Context: an optimization exercise on an open-source flow, tuned for small area, a short achievable clock period and few clock cycles per item. The choices shown serve that exercise and are no tape-out recipe. The RTL was checked by simulation tests, not by an equivalence proof against the original design. Power is estimated from default activity; no workload was simulated.

run 1:
Design IOTDF, start of the top module:
module IOTDF( clk, rst, in_en, iot_in, fn_sel, busy, valid, iot_out);
For scale: roughly 330 cells after synthesis, roughly 160 flip-flops, roughly 140 I/O pins.
Settings: LEC_CHECK=0, ABC_CLOCK_PERIOD_IN_PS=2000, CAP_MARGIN=20, CORE_MARGIN=2, CORE_UTILIZATION=40, SETUP_SLACK_MARGIN=3.5, SLEW_MARGIN=20; clock period 5.5 ns.
standard.sh (not shown) runs the stock make flow with config.mk's settings and CLKGATE_MAP_FILE= SYNTH_SCRIPT=/design/flow/synth_recipe.tcl, a recipe that flattens the netlist after the stock synthesis.
==> flow/flow/run.sh <==
#!/bin/bash
# Standard ORFS layout, except that the port buffers the standard flow's flow inserts
# (one per input and output port) are the smallest buffer, buf_1.
set -euo pipefail
bash standard.sh BUFFER_PORTS_ARGS="-buffer_cell sky130_fd_sc_hd__buf_1" finish > standard.log 2>&1
Testbench counts of run 1, summed over its fixed seeds: cycles 38,424, blocks 2,400.
#### Input delta (run 2 over run 1)
Settings: CORE_AREA newly set to 2.3 2.72 109.02 108.8; SETUP_SLACK_MARGIN changed from 3.5 to 3.45; DIE_AREA newly set to 0 0 111.405 111.405; PLACE_DENSITY newly set to 0.75; CORE_UTILIZATION removed (was 40); CORE_MARGIN removed (was 2).
==> flow/flow/run.sh <==
#!/bin/bash
# The standard ORFS layout with two changes:
#  - synthesis maps all logic with ABC under a delay target (map -D) instead of
#    extracting full/half adder cells first (ADDER_MAP_FILE empty); sizing and
#    buffering are left to OpenROAD's repair steps;
#  - the port buffers are the smallest buffer, buf_1.
# Everything else (synthesis script, floorplan, placement, CTS, routing) is the
# standard flow. Each step's output goes to a log file in this folder.
set -euo pipefail
D=${ABC_D:-1400}
rm -rf scripts_synth
cp -r "$FLOW_HOME/scripts" scripts_synth
cat > scripts_synth/abc_speed.script <<EOS
strash
dch
map -D $D
topo
EOS
bash standard.sh SCRIPTS_DIR="$PWD/scripts_synth" ADDER_MAP_FILE= synth > synth.log 2>&1
bash standard.sh BUFFER_PORTS_ARGS="-buffer_cell sky130_fd_sc_hd__buf_1" CTS_ARGS="-sink_clustering_enable -repair_clock_nets -dont_use_dummy_load -sink_clustering_size 40 -sink_clustering_max_diameter 80 -root_buf sky130_fd_sc_hd__clkbuf_16 -buf_list {sky130_fd_sc_hd__clkbuf_4 sky130_fd_sc_hd__clkbuf_8}" finish > layout.log 2>&1
Results
Looking at the reports, run 2 completed the entire flow and the layout it produced met the timing, DRC and antenna checks.
Looking only at combinational power share, and setting everything else aside, the higher value of run 2 and run 1 goes to run 1.
Of run 2 and run 1, the run reporting the lower global-route usage was run 1.
Between run 2 and run 1, sequential fraction of design power is lower for run 1, run 2 comes in above that.
The number of unique standard cell types used by synthesis of run 2 is lower than that of run 1.
NOTE detailed route wirelength on metal3 run 1->run 2 increased by more than half
Number of setup buffers added after CTS, run 2 and run 1: lower on run 1
Comparing the two runs side by side, run 2 comes out behind run 1 on worst hold-check slack.
Delta (run 2 minus run 1): worst setup margin up 0.33 ns, total of fill cells in the finished design now sits higher.
Full die area, run 2 and run 1: lower on run 2
diff inputs: run 2 => run 3
Settings: clearing PLACE_DENSITY, which used to be 0.75.
-- flow/flow/run.sh --
<<< run 2, line 18
EOS
bash standard.sh SCRIPTS_DIR="$PWD/scripts_synth" ADDER_MAP_FILE= synth > synth.log 2>&1
bash standard.sh BUFFER_PORTS_ARGS="-buffer_cell sky130_fd_sc_hd__buf_1" CTS_ARGS="-sink_clustering_enable -repair_clock_nets -dont_use_dummy_load -sink_clustering_size 40 -sink_clustering_max_diameter 80 -root_buf sky130_fd_sc_hd__clkbuf_16 -buf_list {sky130_fd_sc_hd__clkbuf_4 sky130_fd_sc_hd__clkbuf_8}" finish > layout.log 2>&1
>>> run 3, line 18
EOS
bash standard.sh SCRIPTS_DIR="$PWD/scripts_synth" ADDER_MAP_FILE= synth > synth.log 2>&1
bash standard.sh BUFFER_PORTS_ARGS="-buffer_cell sky130_fd_sc_hd__buf_1" CTS_ARGS="-sink_clustering_enable -repair_clock_nets -dont_use_dummy_load -sink_clustering_size 42 -sink_clustering_max_diameter 150 -sink_clustering_levels 1 -root_buf sky130_fd_sc_hd__clkbuf_16 -buf_list sky130_fd_sc_hd__clkbuf_16" finish > layout.log 2>&1
### Flow results
Run 3 reports a higher final cell count without fillers than run 2 does.
Looking at post-layout minimum cycle time across run 2 and run 3, the one that comes out higher is run 2.
Going from run 2 to run 3, mean number of vias per cell shrank by a few percent.
Inputs modified between run 3 and run 4:
Settings: CORE_AREA removed (was 2.3 2.72 109.02 108.8); CORE_MARGIN newly set to 2; SETUP_SLACK_MARGIN changed from 3.45 to 3.3; DIE_AREA removed (was 0 0 111.405 111.405); CORE_UTILIZATION newly set to 40.
-- flow/flow/run.sh --
<<< run 3, line 18
EOS
bash standard.sh SCRIPTS_DIR="$PWD/scripts_synth" ADDER_MAP_FILE= synth > synth.log 2>&1
bash standard.sh BUFFER_PORTS_ARGS="-buffer_cell sky130_fd_sc_hd__buf_1" CTS_ARGS="-sink_clustering_enable -repair_clock_nets -dont_use_dummy_load -sink_clustering_size 42 -sink_clustering_max_diameter 150 -sink_clustering_levels 1 -root_buf sky130_fd_sc_hd__clkbuf_16 -buf_list sky130_fd_sc_hd__clkbuf_16" finish > layout.log 2>&1
>>> run 4, line 18
EOS
bash standard.sh SCRIPTS_DIR="$PWD/scripts_synth" ADDER_MAP_FILE= synth > synth.log 2>&1
bash standard.sh BUFFER_PORTS_ARGS="-buffer_cell sky130_fd_sc_hd__buf_1" CTS_ARGS="-sink_clustering_enable -repair_clock_nets -dont_use_dummy_load -sink_clustering_size 40 -sink_clustering_max_diameter 80 -root_buf sky130_fd_sc_hd__clkbuf_16 -buf_list {sky130_fd_sc_hd__clkbuf_4 sky130_fd_sc_hd__clkbuf_8}" finish > layout.log 2>&1
==> run notes <==
The maximum operating frequency in run 4 sits about 8% below the value recorded for run 3.
The growth of design area from synthesis to finish reported for run 4 is smaller than that of run 3 by 9.3 points.
Going from run 3 to run 4, non-clock buffer count shrank by a few percent.
Between run 3 and run 4, period utilization increased.
Against run 3, run 4 comes in 3.8 points lower on utilization.
In the flow results for run 4 and run 3, the relative contribution of sequential cells to total power is smaller on run 3.
Final instance area (run 3 / run 4): 1.07
Edits applied to the flow inputs when going from run 4 to run 5:
Settings: a change of SETUP_SLACK_MARGIN from 3.3 to 3.0; a change of CORE_UTILIZATION from 40 to 65.
==> flow/flow/run.sh <==
#!/bin/bash
# Standard ORFS layout, except that the port buffers the standard flow's flow inserts
# (one per input and output port) are the smallest buffer, buf_1.
set -euo pipefail
bash standard.sh BUFFER_PORTS_ARGS="-buffer_cell sky130_fd_sc_hd__buf_1" finish > standard.log 2>&1
### Flow results
- Relative to run 4, fraction of the yosys area taken by sequential cells has decreased by 1.3 points in run 5.
- Compared with run 4, run 5 shows a lower final weighted congestion of routability-driven global placement.
- Measured against each other, run 4 and run 5 differ in area of the die, the higher figure coming from run 4.
- First-iteration DRC count delta (run 5 − run 4): favourable
- Relative to run 4, run 5 improves number of vias after detailed routing.

==> static timing again, ports no longer ideal <==
In the flow no input, the clock included, has a driving cell. The finished layouts below were timed again as built, in two steps.
Step 1 (the two cells are an assumption about what drives the block):
set clk [get_ports {clk}]
set_driving_cell -lib_cell sky130_fd_sc_hd__clkbuf_16 $clk
set_driving_cell -lib_cell sky130_fd_sc_hd__buf_2 [delete_from_list [all_inputs] $clk]
Step 2 times the ports against the registers' clock, not the clock port: input delays grow and output delays shrink by t, the midpoint of the rising clock arrivals with the driver on.
a / b / c = ideal ports / drivers / drivers and shift; a / b = the first two.
run | t, ns | setup WS [ns] | hold WS [ns]
run 1 | 0.443 | 3.041 / 3.041 / 3.041 | 0.337 / 0.337 / 0.337
run 2 | 0.403 | 3.375 / 3.375 / 3.375 | 0.321 / 0.321 / 0.321
run 3 | 0.438 | 3.493 / 3.456 / 3.500 | 0.329 / 0.329 / 0.329
run 4 | 0.396 | 3.322 / 3.322 / 3.322 | 0.313 / 0.313 / 0.313
run 5 | 0.536 | 2.966 / 2.966 / 2.966 | 0.345 / 0.345 / 0.345
After both steps setup and hold are still met in every run listed.
